This is an optimization exercise on Yosys and OpenROAD, whose aim is small area and a short achievable clock period, not a production implementation. RTL that was checked went through simulation tests only; none was proved equivalent to the original. For run 1, only the layout was checked, not whether the RTL still works.

## flow/design.v (module list and top-level ports; edited modules follow where they fit)
// module SRGL: 6730 lines
// module srgl_fa: 4 lines
// module srgl_nor: 3 lines
// module srgl_dec: 18 lines
// module srgl_ao21: 3 lines
// module srgl_and2: 3 lines
// module srgl_inv: 3 lines
// module srgl_nand: 3 lines
// module srgl_nor2: 3 lines
// module srgl_andn: 3 lines
// module srgl_orn: 3 lines
// module srgl_aoi: 3 lines
// module srgl_oai: 3 lines
// module srgl_ha: 4 lines
module SRGL(
    input wire clk,
    input wire reset,
    input wire mov,
    input wire signed [31:0] mpu_valor,
    input wire [7:0] letra_base,
    input wire mpu_valid,
    output reg ready,
    output reg [7:0] letra_final
);
  // ...
==> flow/run.sh <==
#!/bin/bash
# synth_recipe.tcl (not shown) runs the flow's synth.tcl, then flattens the netlist and writes it again
# the make line also repeats each setting of config.mk as NAME=value (left out here)
make -C /OpenROAD-flow-scripts/flow DESIGN_CONFIG=/design/flow/config.mk WORK_HOME=/design/flow/orfs CLKGATE_MAP_FILE= SYNTH_SCRIPT=/design/flow/synth_recipe.tcl finish
==> flow/config.mk <==
export PLATFORM = sky130hd
export DESIGN_NAME = SRGL
export DESIGN_NICKNAME = SRGL
export VERILOG_FILES = /design/flow/design.v
export SDC_FILE = /design/flow/constraint.sdc
export NUM_CORES = 4
export LEC_CHECK = 0
export ABC_AREA = 1
export CAP_MARGIN = 20
export CORE_MARGIN = 2
export CORE_UTILIZATION = 65
export CTS_CLUSTER_DIAMETER = 80
export CTS_CLUSTER_SIZE = 30
export PLACE_DENSITY = 0.75
export SLEW_MARGIN = 20
export SYNTH_HIERARCHICAL = 1
export SYNTH_MINIMUM_KEEP_SIZE = 0
==> flow/constraint.sdc <==
create_clock -name core_clock -period 90.0 [get_ports {clk}]
set_input_delay 18.0000 -clock core_clock [delete_from_list [all_inputs] [get_ports {clk}]]
set_output_delay 18.0000 -clock core_clock [all_outputs]
set_load 0.01 [all_outputs]
==> out/qor.yml, run 1 <==
outcome: "complete, no violations"
place_hpwl_mm: 88.98
clk_latency_ns: 0.59
port_buffers: 36
mostFrequentLayoutCell: "fa_1"
fin_crit_ns: 30.00
io_pins: 53
top_usage_layer: "met2"
grt_pass1_wl_mm: 174.3
largest_reg_flops: 21
regMostFlops: "acc"
met2_usage_pct: 48.82
wl_per_cell_um: 22.20
seq-cell-share_pct: 27.85
drt_iter0_markers: 2451
grt_setup_unrepaired: "false"
met1Wirelength_mm: 47.83
setup_viol_count_final: 0
initial_utilization_pct: 65.97
ys_warn_count: 7
nonClkBufAreaFrac_pct: 1.235
multi_input_area_share_pct: 64.06
clk_path_buf_depth: 3
grt.overflow.total: 0
syn-num-nets: 5058
buffers_excl_clock: 70
multiInputGateArea_um2: 32310
coreArea_um2: 71730
hp-start: "buffer_full$_DFFE_PP0P_"
final-clk-cell-share_pct: 2.535
hold_path_depth: 0
ctsRootBufferMaster: "clkbuf_16"
ff2ff_path_depth: 80
h-tree-depth: 2
top_layer_used: "met4"
cts_tree: "built"
cp.depth: 47
multi_input_gates: 3174
dr.pass1.iters: 5
avgSynthCellArea_um2: 12.02
==> run 2: changes to the inputs <==
--- a/flow/design.v
+++ b/flow/design.v
@@ -124,16 +124,18 @@
         2'd0: qsel = 15'd4525;
         2'd1: qsel = 15'd13522;
         2'd2: qsel = 15'd4505;
         default: qsel = 15'd13493;
     endcase
 end
 wire [14:0] qr = qsel + {{9{rem[5]}}, rem};
 wire [12:0] cc = ~qr[13:1];                      
+wire is_model = (letra_base == "D") | (letra_base == "H") | (letra_base == "F") | (letra_base == "L");
+wire ok_early = buffer_full & mov & is_model & span_ok;
 wire fs1;
 wire fc2;
 wire fs3;
 wire fc4;
 wire fs5;
 wire fc6;
 wire fs7;
 wire fc8;
@@ -6701,35 +6703,35 @@
 srgl_and2 u_g3741 (.a(hs3721), .b(g3739), .y(g3741));
 srgl_ao21 u_g3742 (.a(hs3725), .b(hc3724), .c(hc3726), .y(g3742));
 srgl_and2 u_g3743 (.a(hs3725), .b(hs3723), .y(g3743));
 srgl_ao21 u_g3744 (.a(hs3727), .b(g3742), .c(hc3728), .y(g3744));
 srgl_and2 u_g3745 (.a(hs3727), .b(g3743), .y(g3745));
 srgl_ao21 u_g3746 (.a(g3745), .b(g3740), .c(g3744), .y(g3746));
 srgl_and2 u_g3747 (.a(g3745), .b(g3741), .y(g3747));
 srgl_ao21 u_g3748 (.a(g3747), .b(g3737), .c(g3746), .y(g3748));
-wire big = fc3054 | fc3056 | fc3058 | fc3262 | fc3264 | fc3266 | fc3268 | fc3270 | fc3272 | fc3274 | fc3276 | fc3278 | fc3416 | fc3418 | fc3420 | fc3422 | fc3424 | fc3426 | fc3518 | fc3520 | fc3522 | fc3524 | fc3596 | fc3598 | fc3600 | fc3648 | fc3650 | fc3676 | fc3702 | sat156 | sat261 | sat361 | sat460 | sat565 | sat664 | sat761 | sat866 | sat971 | sat1076 | sat1179 | sat1284 | sat1384 | sat1471 | sat1565 | sat1659 | sat1753 | sat1843 | sat1945 | sat2043 | sat2145 | sat2237 | sat2327 | sat2416 | sat2510 | sat2602 | sat2694 | sat2786 | sat2875 | sat2969 | g3748;
-wire match = ~big & span_ok;
-wire is_model = (letra_base == "D") | (letra_base == "H") | (letra_base == "F") | (letra_base == "L");
+wire big_early = fc3054 | fc3056 | fc3058 | fc3262 | fc3264 | fc3266 | fc3268 | fc3270 | fc3272 | fc3274 | fc3276 | fc3278 | fc3416 | fc3418 | fc3420 | fc3422 | fc3424 | fc3426 | fc3518 | fc3520 | fc3522 | fc3524 | fc3596 | fc3598 | fc3600 | fc3648 | fc3650 | sat156 | sat261 | sat361 | sat460 | sat565 | sat664 | sat761 | sat866 | sat971 | sat1076 | sat1179 | sat1284 | sat1384 | sat1471 | sat1565 | sat1659 | sat1753 | sat1843 | sat1945 | sat2043 | sat2145 | sat2237 | sat2327 | sat2416 | sat2510 | sat2602 | sat2694 | sat2786 | sat2875 | sat2969;
+wire sel;
+srgl_sel u_sel (.en(ok_early), .big(big_early), .late({fc3676, fc3702, g3748}), .sel(sel));
 reg [7:0] target;
 always @(*) begin
     case (msel)
         2'd0: target = "Z";
         2'd1: target = "T";
         2'd2: target = "K";
         default: target = "G";
     endcase
 end
 always @(posedge clk or posedge reset) begin
     if (reset) begin
         letra_final <= "?";
         ready <= 1'b0;
     end else begin
         ready <= buffer_full;
-        letra_final <= (buffer_full & mov & is_model & match) ? target : letra_base;
+        letra_final <= sel ? target : letra_base;
     end
 end
 endmodule
 module srgl_fa(input wire a, input wire b, input wire c, output wire s, output wire co);
 assign s = a ^ b ^ c;
 assign co = (a & b) | (a & c) | (b & c);
 endmodule
 module srgl_nor(input wire a, input wire b, output wire y);
@@ -6748,16 +6750,19 @@
 assign mf[9] = b[3] ? b[2] : ~b[1];
 assign mf[10] = b[3] ? b[2] : b[1];
 assign mf[11] = b[3] ? b[2] : 1'b1;
 assign mf[12] = b[3] ? 1'b1 : 1'b0;
 assign mf[13] = b[3] ? 1'b1 : ~b[1];
 assign mf[14] = b[3] ? 1'b1 : b[1];
 assign mf[15] = b[3] ? 1'b1 : 1'b1;
 endmodule
+module srgl_sel(input wire en, input wire big, input wire [2:0] late, output wire sel);
+assign sel = en & ~big & ~|late;
+endmodule
 module srgl_ao21(input wire a, input wire b, input wire c, output wire y);
 assign y = (a & b) | c;
 endmodule
 module srgl_and2(input wire a, input wire b, output wire y);
 assign y = a & b;
 endmodule
 module srgl_inv(input wire a, output wire y);
 assign y = ~a;
==> out/qor.yml, run 2 <==
grt_pass1_wl_mm: 174.4  # about the same
ff2ff_path_depth: 83  # +3.8%
path_delay_family: "adder cells"
area_delta_synth_final_pct: 6.723
post_synth_inst_count: 3942
ys_warn_count: 7  # unchanged
largest_reg_flops: 21  # unchanged
cts_buffers: 37
fin_crit_ns: 29.48  # -0.5185 ns
slew_violations: 0
antenna_found_initial: 0
cp_slowest_cell: "buf_4"
wl_mm: 112.0
critical_path_peak_fanout: 46
io_pins: 53  # unchanged
grt_max_degree: 72
cts_resized: 0
dpl_cell_area_um2: 48990
via_count: 28970
cp.buffers_inverters: 9
postCtsSetupBuffers: 0
fin_area_um2: 50270
clk_path_buf_depth: 3  # unchanged
gp_congestion: 0.9170
nets: 5149
rrSetupSlack_ns: 67.71
ctsRootBufferMaster: "clkbuf_16"
place_hpwl_mm: 90.22  # +1.4%
fin_util_pct: 70.20
setup_viol_count_final: 0  # unchanged
relSlewSlack_pct: 35.44
cpMostUsedCell: "nand2_1"
regMostFlops: "acc"
tightest_slew_ns: 0.9684
max_freq_mhz: 33.92
drive_gt1_share_pct: 8.387
syn-num-nets: 5063  # +0.099%
grt.overflow.total: 0  # unchanged
clk_latency_ns: 0.59  # about the same
grt_pass1_vias: 29910
hold_viol: 0
period_share_pct: 32.76
dieArea_um2: 74640
track_usage_pct: 31.50
required_ns: 90.52
reg2reg_from: "acc[20]$_DFFE_PP_"
die_y_um: 273.2
min_to: "ready$_DFF_PP0_"
hp-start: "buffer_full$_DFFE_PP0P_"
coreArea_um2: 71610  # -0.17%
cts_tree: "built"
cpPeakStageDelay_ns: 0.67
mostFrequentLayoutCell: "fa_1"
outcome: "complete, no violations"
hp-class: "reg -> reg"
avgSynthCellArea_um2: 11.95  # -0.58%
port_buffers: 36  # unchanged
vias_per_cell: 5.790
synth_area_um2: 47100
drt_iter0_markers: 2621  # +6.9%
dr.pass1.iters: 5  # unchanged
clk_pin_slew_ns: 0.09
reg2reg_to: "letra_final[3]$_DFF_PP1_"
grt_setup_unrepaired: "false"
fp-row-count: 98
nFillCells: 5124
finalClockSkew_ns: 0.02985
worst_ep_arrival_time_ns: 30.00
tns_ns: 0
die_w_um: 273.2
ant_nets: 0
final_cell_mix: "fa_1 (775), nor2_1 (641), edfxtp_1 (455)"
endpoint_kind: "flip-flop"
cap_violations: 0
wl_per_cell_um: 22.39  # +0.84%
drc: 0
critPathKind: "in -> reg"
initial_utilization_pct: 65.78  # -0.19 points
antenna_cells: 0
hold_buffers: 0
cp-start-kind: "input pin"
cts_sinks: 470
h-tree-depth: 2  # unchanged
hold_path_depth: 0  # unchanged
==> run 2: cell types whose count changed in the layout (fill, tap and decap cells not counted), moves of 5 or more <==
cell and change:
inv_1 +14, nand2_1 +9, nand2_2 -9, nand2_4 -5, nor2_1 +8, xor2_1 +6, xor2_4 -5
==> run 2: layout make-up <==
cell class / count / area, um2 / share of cell area [%]
clock buffers: 38 / 929.6 / 1.849
clock inverters: 27 / 332.8 / 0.6621
well taps: 950 / 1189 / 2.365
multi-input cells: 3167 / 32080 / 63.81
inverters: 279 / 1049 / 2.086
repair buffers: 73 / 645.6 / 1.284
flip-flops and latches: 470 / 14050 / 27.94
==> run 2: worst max path at each step <==
stage                       start                       end  slack [ns]  cells past startpoint
floorplan               mpu_valid         hmax[0]$_DFFE_PP_       50.66                      4
global placement    letra_base[3]  letra_final[1]$_DFF_PP1_       60.30                     45
detailed placement  letra_base[3]  letra_final[3]$_DFF_PP1_       60.13                     45
CTS                 letra_base[3]  letra_final[3]$_DFF_PP1_       60.71                     45
global route        letra_base[3]  letra_final[3]$_DFF_PP1_       59.85                     45
finish              letra_base[3]  letra_final[3]$_DFF_PP1_       60.52                     45
==> run 2: worst register-to-register path: cells and delay by family, from the launching register on <==
kind | cells | cell delay, ns
xor+xnor | 5 | 1.08
fa+ha+maj | 37 | 15.32
buf+inv | 12 | 1.52
flops | 1 | 0.53
simple gates | 24 | 3.07
compound gates | 5 | 0.69
==> run 2: through the flow <==
step	hold slack [ns]	setup WS, ns	cells
2_1_floorplan	0.3748	50.66	3942
3_3_place_gp	0.4364	60.30	4938
3_5_place_dp	0.4428	60.13	4938
4_1_cts	0.4627	60.71	5003
5_1_grt	0.4779	59.85	5004
6_report	0.4558	60.52	5004
==> run 2: metal layers <==
| metal | global-route usage, % | vias up | share of wire [%] | wire, um |
|---|---|---|---|---|
| met4 | 10.64 | 0 | 3.8 | 4242 |
| met3 | 4.816 | 163 | 7.9 | 8800 |
| met5 | 0 | - | 0 | 0 |
| met1 | 46.45 | 14690 | 43 | 47870 |
| li1 | - | 13020 | - | - |
| met2 | 48.54 | 1095 | 46 | 51110 |
==> module srgl_dec, before the edit <==
module srgl_dec(input wire [3:1] b, output wire [15:0] mf);
assign mf[0] = b[3] ? 1'b0 : 1'b0;
assign mf[1] = b[3] ? 1'b0 : ~b[1];
assign mf[2] = b[3] ? 1'b0 : b[1];
assign mf[3] = b[3] ? 1'b0 : 1'b1;
assign mf[4] = b[3] ? ~b[2] : 1'b0;
assign mf[5] = b[3] ? ~b[2] : ~b[1];
assign mf[6] = b[3] ? ~b[2] : b[1];
assign mf[7] = b[3] ? ~b[2] : 1'b1;
assign mf[8] = b[3] ? b[2] : 1'b0;
assign mf[9] = b[3] ? b[2] : ~b[1];
assign mf[10] = b[3] ? b[2] : b[1];
assign mf[11] = b[3] ? b[2] : 1'b1;
assign mf[12] = b[3] ? 1'b1 : 1'b0;
assign mf[13] = b[3] ? 1'b1 : ~b[1];
assign mf[14] = b[3] ? 1'b1 : b[1];
assign mf[15] = b[3] ? 1'b1 : 1'b1;
endmodule
==> run 3: changes to the inputs <==
--- a/flow/design.v
+++ b/flow/design.v
@@ -6738,22 +6738,22 @@
 assign y = ~(a | b);
 endmodule
 module srgl_dec(input wire [3:1] b, output wire [15:0] mf);
-assign mf[0] = b[3] ? 1'b0 : 1'b0;
-assign mf[1] = b[3] ? 1'b0 : ~b[1];
-assign mf[2] = b[3] ? 1'b0 : b[1];
-assign mf[3] = b[3] ? 1'b0 : 1'b1;
-assign mf[4] = b[3] ? ~b[2] : 1'b0;
-assign mf[5] = b[3] ? ~b[2] : ~b[1];
-assign mf[6] = b[3] ? ~b[2] : b[1];
-assign mf[7] = b[3] ? ~b[2] : 1'b1;
-assign mf[8] = b[3] ? b[2] : 1'b0;
-assign mf[9] = b[3] ? b[2] : ~b[1];
-assign mf[10] = b[3] ? b[2] : b[1];
-assign mf[11] = b[3] ? b[2] : 1'b1;
-assign mf[12] = b[3] ? 1'b1 : 1'b0;
-assign mf[13] = b[3] ? 1'b1 : ~b[1];
-assign mf[14] = b[3] ? 1'b1 : b[1];
-assign mf[15] = b[3] ? 1'b1 : 1'b1;
+assign mf[0] = 1'b0;
+assign mf[1] = ~b[3] & ~b[1];
+assign mf[2] = b[1];
+assign mf[3] = ~b[3];
+assign mf[4] = ~b[2];
+assign mf[5] = ~b[1] & ~(b[3] & b[2]);
+assign mf[6] = ~b[2] | b[1];
+assign mf[7] = ~b[3] | ~b[2];
+assign mf[8] = b[3] & b[2];
+assign mf[9] = b[2] & ~b[1];
+assign mf[10] = b[1] | (b[3] & b[2]);
+assign mf[11] = b[2];
+assign mf[12] = b[3];
+assign mf[13] = ~b[1];
+assign mf[14] = b[3] | b[1];
+assign mf[15] = 1'b1;
 endmodule
 module srgl_sel(input wire en, input wire big, input wire [2:0] late, output wire sel);
 assign sel = en & ~big & ~|late;
--- a/flow/config.mk
+++ b/flow/config.mk
@@ -8,10 +8,10 @@
 export ABC_AREA = 1
 export CAP_MARGIN = 20
 export CORE_MARGIN = 2
-export CORE_UTILIZATION = 65
+export CORE_UTILIZATION = 75
 export CTS_CLUSTER_DIAMETER = 80
 export CTS_CLUSTER_SIZE = 30
-export PLACE_DENSITY = 0.75
+export PLACE_DENSITY = 0.8
 export SLEW_MARGIN = 20
 export SYNTH_HIERARCHICAL = 1
 export SYNTH_MINIMUM_KEEP_SIZE = 0
==> out/qor.yml, run 3 <==
outcome: "complete, no violations"
avgSynthCellArea_um2: 11.96  # about the same
setup_viol_count_final: 0  # unchanged
cts_buffers: 36  # -2.7%
critical_path_peak_fanout: 36  # -22%
reg2reg_to: "letra_final[2]$_DFF_PP1_"
cap_violations: 0  # unchanged
synth_area_um2: 47120  # about the same
via_count: 30050  # +3.7%
endpoint_kind: "flip-flop"
top_usage_layer: "met2"
slew_violations: 0  # unchanged
syn-num-nets: 5062  # -0.020%
antenna_cells: 0  # unchanged
ys_warn_count: 7  # unchanged
max_freq_mhz: 33.61  # -0.92%
critPathKind: "in -> reg"
vias_per_cell: 6.154  # +6.3%
nets: 5142  # -0.14%
dr.pass1.iters: 6  # +1
required_ns: 90.51  # about the same
clk_latency_ns: 0.60  # about the same
cts_tree: "built"
crit_end: "letra_final[2]$_DFF_PP1_"
nFillCells: 3664  # -28%
use_met3_pct: 6.705  # +1.9 points
cts_sinks: 470  # unchanged
tightest_slew_ns: 1.078  # +0.1094 ns
wl_mm: 117.1  # +4.5%
cts_resized: 0  # unchanged
grt_setup_unrepaired: "false"
track_usage_pct: 38.32  # +6.8 points
cpMostUsedCell: "nand2_1"
drive_gt1_share_pct: 8.401  # +0.015 points
mostFrequentLayoutCell: "fa_1"
hold_buffers: 0  # unchanged
worst_ep_arrival_time_ns: 30.27  # +0.27 ns
fin_crit_ns: 29.76  # +0.2731 ns
reg2reg_from: "acc[20]$_DFFE_PP_"
drc: 0  # unchanged
finalClockSkew_ns: 0.03157  # +0.001721 ns
tns_ns: 0  # unchanged
grt_use_met1_pct: 52.97  # +6.5 points
period_share_pct: 33.06  # +0.30 points
cpPeakStageDelay_ns: 0.68  # about the same
clk_path_buf_depth: 3  # unchanged
drt_iter0_markers: 3408  # +30%
rrSetupSlack_ns: 67.36  # -0.35 ns
initial_utilization_pct: 76.07  # +10 points
h-tree-depth: 2  # unchanged
port_buffers: 36  # unchanged
area_delta_synth_final_pct: 6.495
coreArea_um2: 61940  # -14%
ant_nets: 0  # unchanged
grt_pass1_vias: 32640  # +9.1%
grt_max_degree: 178  # +150%
gp_congestion: 0.9515  # +3.8%
ff2ff_path_depth: 84  # +1.2%
fp-row-count: 91  # -7.1%
dieArea_um2: 64850  # -13%
clk_pin_slew_ns: 0.08  # about the same
cp-start-kind: "input pin"
die_y_um: 254.7  # -6.8%
met2_usage_pct: 60.01  # +11 points
largest_reg_flops: 21  # unchanged
postCtsSetupBuffers: 0  # unchanged
grt_pass1_wl_mm: 182.7  # +4.7%
cp_slowest_cell: "fa_1"
wl_per_cell_um: 23.97  # +7.1%
grt.overflow.total: 0  # unchanged
hold_viol: 0  # unchanged
ctsRootBufferMaster: "clkbuf_16"
antenna_found_initial: 1  # +1
final_cell_mix: "fa_1 (775), nor2_1 (643), edfxtp_1 (455)"
hp-class: "reg -> reg"
relSlewSlack_pct: 28.15  # -7.3 points
post_synth_inst_count: 3941  # -0.025%
cp-startpoint: "letra_base[2]"
io_pins: 53  # unchanged
regMostFlops: "acc"
die_w_um: 254.7  # -6.8%
place_hpwl_mm: 93.36  # +3.5%
==> run 3: routing by layer <==
metal / part of all wire, % / routed length, um
met1: 39 / 45360
met2: 46 / 54400
met3: 9.3 / 10870
met4: 5.5 / 6426
met5: 0.011 / 13
==> run 3: how the worst min path moves through the flow <==
stage / from / endpoint / slack [ns] / depth (start not counted)
after global routing: sr23[0]$_DFFE_PP_ / sr24[0]$_DFFE_PP_ / 0.47 / 0
after CTS: sr23[0]$_DFFE_PP_ / sr24[0]$_DFFE_PP_ / 0.46 / 0
after global placement: buffer_full$_DFFE_PP0P_ / ready$_DFF_PP0_ / 0.44 / 0
after floorplan: buffer_full$_DFFE_PP0P_ / ready$_DFF_PP0_ / 0.37 / 0
final: sr18[0]$_DFFE_PP_ / sr19[0]$_DFFE_PP_ / 0.46 / 0
after detailed placement: sr23[0]$_DFFE_PP_ / sr24[0]$_DFFE_PP_ / 0.44 / 0
==> run 3: area by class of cell <==
cell class / instances / area (um2) / area share [%]
inverters: 279 / 1047 / 2.087
clock inverters: 26 / 380.4 / 0.7580
repair buffers: 70 / 625.6 / 1.247
flip-flops and latches: 470 / 14050 / 27.99
multi-input cells: 3164 / 32090 / 63.96
well taps: 837 / 1047 / 2.087
clock buffers: 38 / 939.7 / 1.873
==> run 3: critical path, delay by kind of cell <==
family                   cells  cell delay [ns]
AO/OA/AOI/OAI               11             2.03
adder cells (fa/ha/maj)     10             5.03
XOR/XNOR                     2             0.37
AND/OR/NAND/NOR             15             2.04
buffers and inverters        8             2.71
==> run 3: per-stage QoR <==
stage | area (um2) | hold slack, ns | instances | setup slack (ns) | utilization (%)
CTS | 50180 | 0.4604 | 4884 | 60.49 | 81.01
finish | 50180 | 0.4622 | 4884 | 60.24 | 81.01
global placement | 48860 | 0.4387 | 4820 | 60.23 | 78.88
floorplan | 47120 | 0.3748 | 3941 | 50.66 | -
global route | 50180 | 0.4654 | 4884 | 59.76 | 81.01
detailed placement | 48860 | 0.4413 | 4820 | 60.00 | 78.88
==> run 4: changes to the inputs <==
--- a/flow/config.mk
+++ b/flow/config.mk
@@ -8,10 +8,10 @@
 export ABC_AREA = 1
 export CAP_MARGIN = 20
 export CORE_MARGIN = 2
-export CORE_UTILIZATION = 75
+export CORE_UTILIZATION = 65
 export CTS_CLUSTER_DIAMETER = 80
 export CTS_CLUSTER_SIZE = 30
-export PLACE_DENSITY = 0.8
+export PLACE_DENSITY = 0.75
 export SLEW_MARGIN = 20
 export SYNTH_HIERARCHICAL = 1
 export SYNTH_MINIMUM_KEEP_SIZE = 0
==> out/qor.yml, run 4 <==
cts_sinks: 470  # unchanged
nets: 5143  # +0.019%
relSlewSlack_pct: 32.45  # +4.3 points
regMostFlops: "acc"
required_ns: 90.53  # +0.02 ns
place_hpwl_mm: 89.27  # -4.4%
fp-row-count: 98  # +7.7%
mostFrequentLayoutCell: "fa_1"
grt_setup_unrepaired: "false"
cts_buffers: 35  # -2.8%
drive_gt1_share_pct: 8.424  # +0.023 points
cts_resized: 0  # unchanged
fin_crit_ns: 29.57  # -0.1871 ns
wl_mm: 111.2  # -5.0%
cp-start-kind: "input pin"
synth_area_um2: 47120  # unchanged
nFillCells: 5114  # +40%
postCtsSetupBuffers: 0  # unchanged
cpPeakStageDelay_ns: 0.64  # -0.04 ns
clk_pin_slew_ns: 0.08  # about the same
cpMostUsedCell: "nand2_1"
port_buffers: 36  # unchanged
worst_ep_arrival_time_ns: 30.10  # -0.17 ns
critPathKind: "in -> reg"
syn-num-nets: 5062  # unchanged
critical_path_peak_fanout: 39  # +8.3%
avgSynthCellArea_um2: 11.96  # unchanged
grt_pass1_wl_mm: 173.6  # -5.0%
outcome: "complete, no violations"
drt_iter0_markers: 2532  # -26%
ctsRootBufferMaster: "clkbuf_16"
hold_viol: 0  # unchanged
die_y_um: 273.2  # +7.3%
vias_per_cell: 5.749  # -6.6%
track_usage_pct: 31.31  # -7.0 points
post_synth_inst_count: 3941  # unchanged
area_delta_synth_final_pct: 6.410  # about the same
coreArea_um2: 71610  # +16%
dr.pass1.iters: 6  # unchanged
io_pins: 53  # unchanged
gp_congestion: 0.9062  # -4.8%
via_count: 28730  # -4.4%
antenna_found_initial: 0  # -1
largest_reg_flops: 21  # unchanged
initial_utilization_pct: 65.80  # -10 points
wl_per_cell_um: 22.25  # -7.2%
max_freq_mhz: 33.82  # +0.63%
die_w_um: 273.2  # +7.3%
h-tree-depth: 2  # unchanged
hp-class: "reg -> reg"
drc: 0  # unchanged
cap_violations: 0  # unchanged
grt_max_degree: 166  # -6.7%
path_delay_family: "adder cells"
cp.buffers_inverters: 8  # unchanged
final_cell_mix: "fa_1 (775), nor2_1 (643), edfxtp_1 (455)"
antenna_cells: 0  # unchanged
cts_tree: "built"
setup_viol_count_final: 0  # unchanged
clk_latency_ns: 0.60  # about the same
clk_path_buf_depth: 3  # unchanged
grt_pass1_vias: 29740  # -8.9%
endpoint_kind: "flip-flop"
multiInputGateArea_um2: 32090  # unchanged
tns_ns: 0  # unchanged
cp_slowest_cell: "nand2_2"
finalClockSkew_ns: 0.02030  # -0.01127 ns
ys_warn_count: 7  # unchanged
grt.overflow.total: 0  # unchanged
tightest_slew_ns: 1.013  # -0.06459 ns
period_share_pct: 32.85  # -0.21 points
dieArea_um2: 74660  # +15%
hold_buffers: 0  # unchanged
slew_violations: 0  # unchanged
ant_nets: 0  # unchanged
seqCellArea_um2: 14050  # unchanged
==> run 4: final cells by class <==
class | count | area share, %
sequential | 470 | 28.01
multi-input combinational | 3164 | 64.01
inverter | 279 | 2.091
tap | 950 | 2.371
clock buffer | 36 | 1.754
timing repair buffer | 72 | 1.253
clock inverter | 27 | 0.5091
==> run 4: worst paths after layout <==
check / from / to / slack (ns) / cells past startpoint
hold reg to reg: buffer_full$_DFFE_PP0P_ / ready$_DFF_PP0_ / 0.46 / 0
setup / recovery: letra_base[2] / letra_final[2]$_DFF_PP1_ / 60.43 / 46
max in group asynchronous: reset / write_ptr[0]$_DFFE_PP0P_ / 71.79 / 2
setup reg to reg: acc[20]$_DFFE_PP_ / letra_final[2]$_DFF_PP1_ / 67.76 / 84
hold / removal: buffer_full$_DFFE_PP0P_ / ready$_DFF_PP0_ / 0.46 / 0
min in group asynchronous: reset / write_ptr[1]$_DFFE_PP0P_ / 17.81 / 2
==> run 4: metrics by stage <==
step                worst slack, ns  instances  utilization [%]  hold slack [ns]  instance area (um2)
floorplan                     50.66       3941                -           0.3748                47120
global placement              60.11       4935            68.43           0.4362                49000
detailed placement            60.03       4935            68.43           0.4468                49000
CTS                           60.62       4998            70.02           0.4647                50140
global route                  59.87       4998            70.02           0.4901                50140
finish                        60.43       4998            70.02           0.4601                50140
==> run 4: per-layer routing <==
layer  share of wire [%]  track usage (%)  up-vias
met5                   0                0        -
met4                 3.5            10.01        0
met3                 7.7            4.579      149
met2                  46            48.44      992
met1                  43            46.39    14560
li1                    -                -    13030

what the ideal ports hide:
In the flow no input, the clock included, has a driving cell. The finished layouts below were timed again as built, in two steps. Step 1: set_driving_cell puts a clkbuf_16 on clk and a buf_2 on each other input, an assumption about the parent block. Step 2 adds t to the input delays and takes it off the output delays; t is the mean of the earliest and latest rising clock arrival at the registers after step 1. Input paths then give back, and output paths get back, about the clock's delay inside the block. Slacks: ideal / step 1 / step 2; pairs: ideal / step 1.
run | t, ns | slack for setup (ns) | hold WS [ns] | worst slew at a driven data input, ns | pins driven straight from the clock port
run 1 | 0.641 | 59.999 / 60.038 / 59.396 | 0.465 / 0.465 / 0.465 | 0.04 | 1
run 2 | 0.652 | 60.518 / 60.563 / 59.911 | 0.456 / 0.456 / 0.456 | 0.04 | 1
run 3 | 0.656 | 60.244 / 60.274 / 59.618 | 0.462 / 0.462 / 0.462 | 0.04 | 1
run 4 | 0.654 | 60.432 / 60.468 / 59.814 | 0.460 / 0.460 / 0.460 | 0.04 | 1
After both steps every run listed still meets setup and hold. For run 3, which loses most, drivers alone change the setup slack by +0.030 ns; drivers and shift together by -0.626 ns.
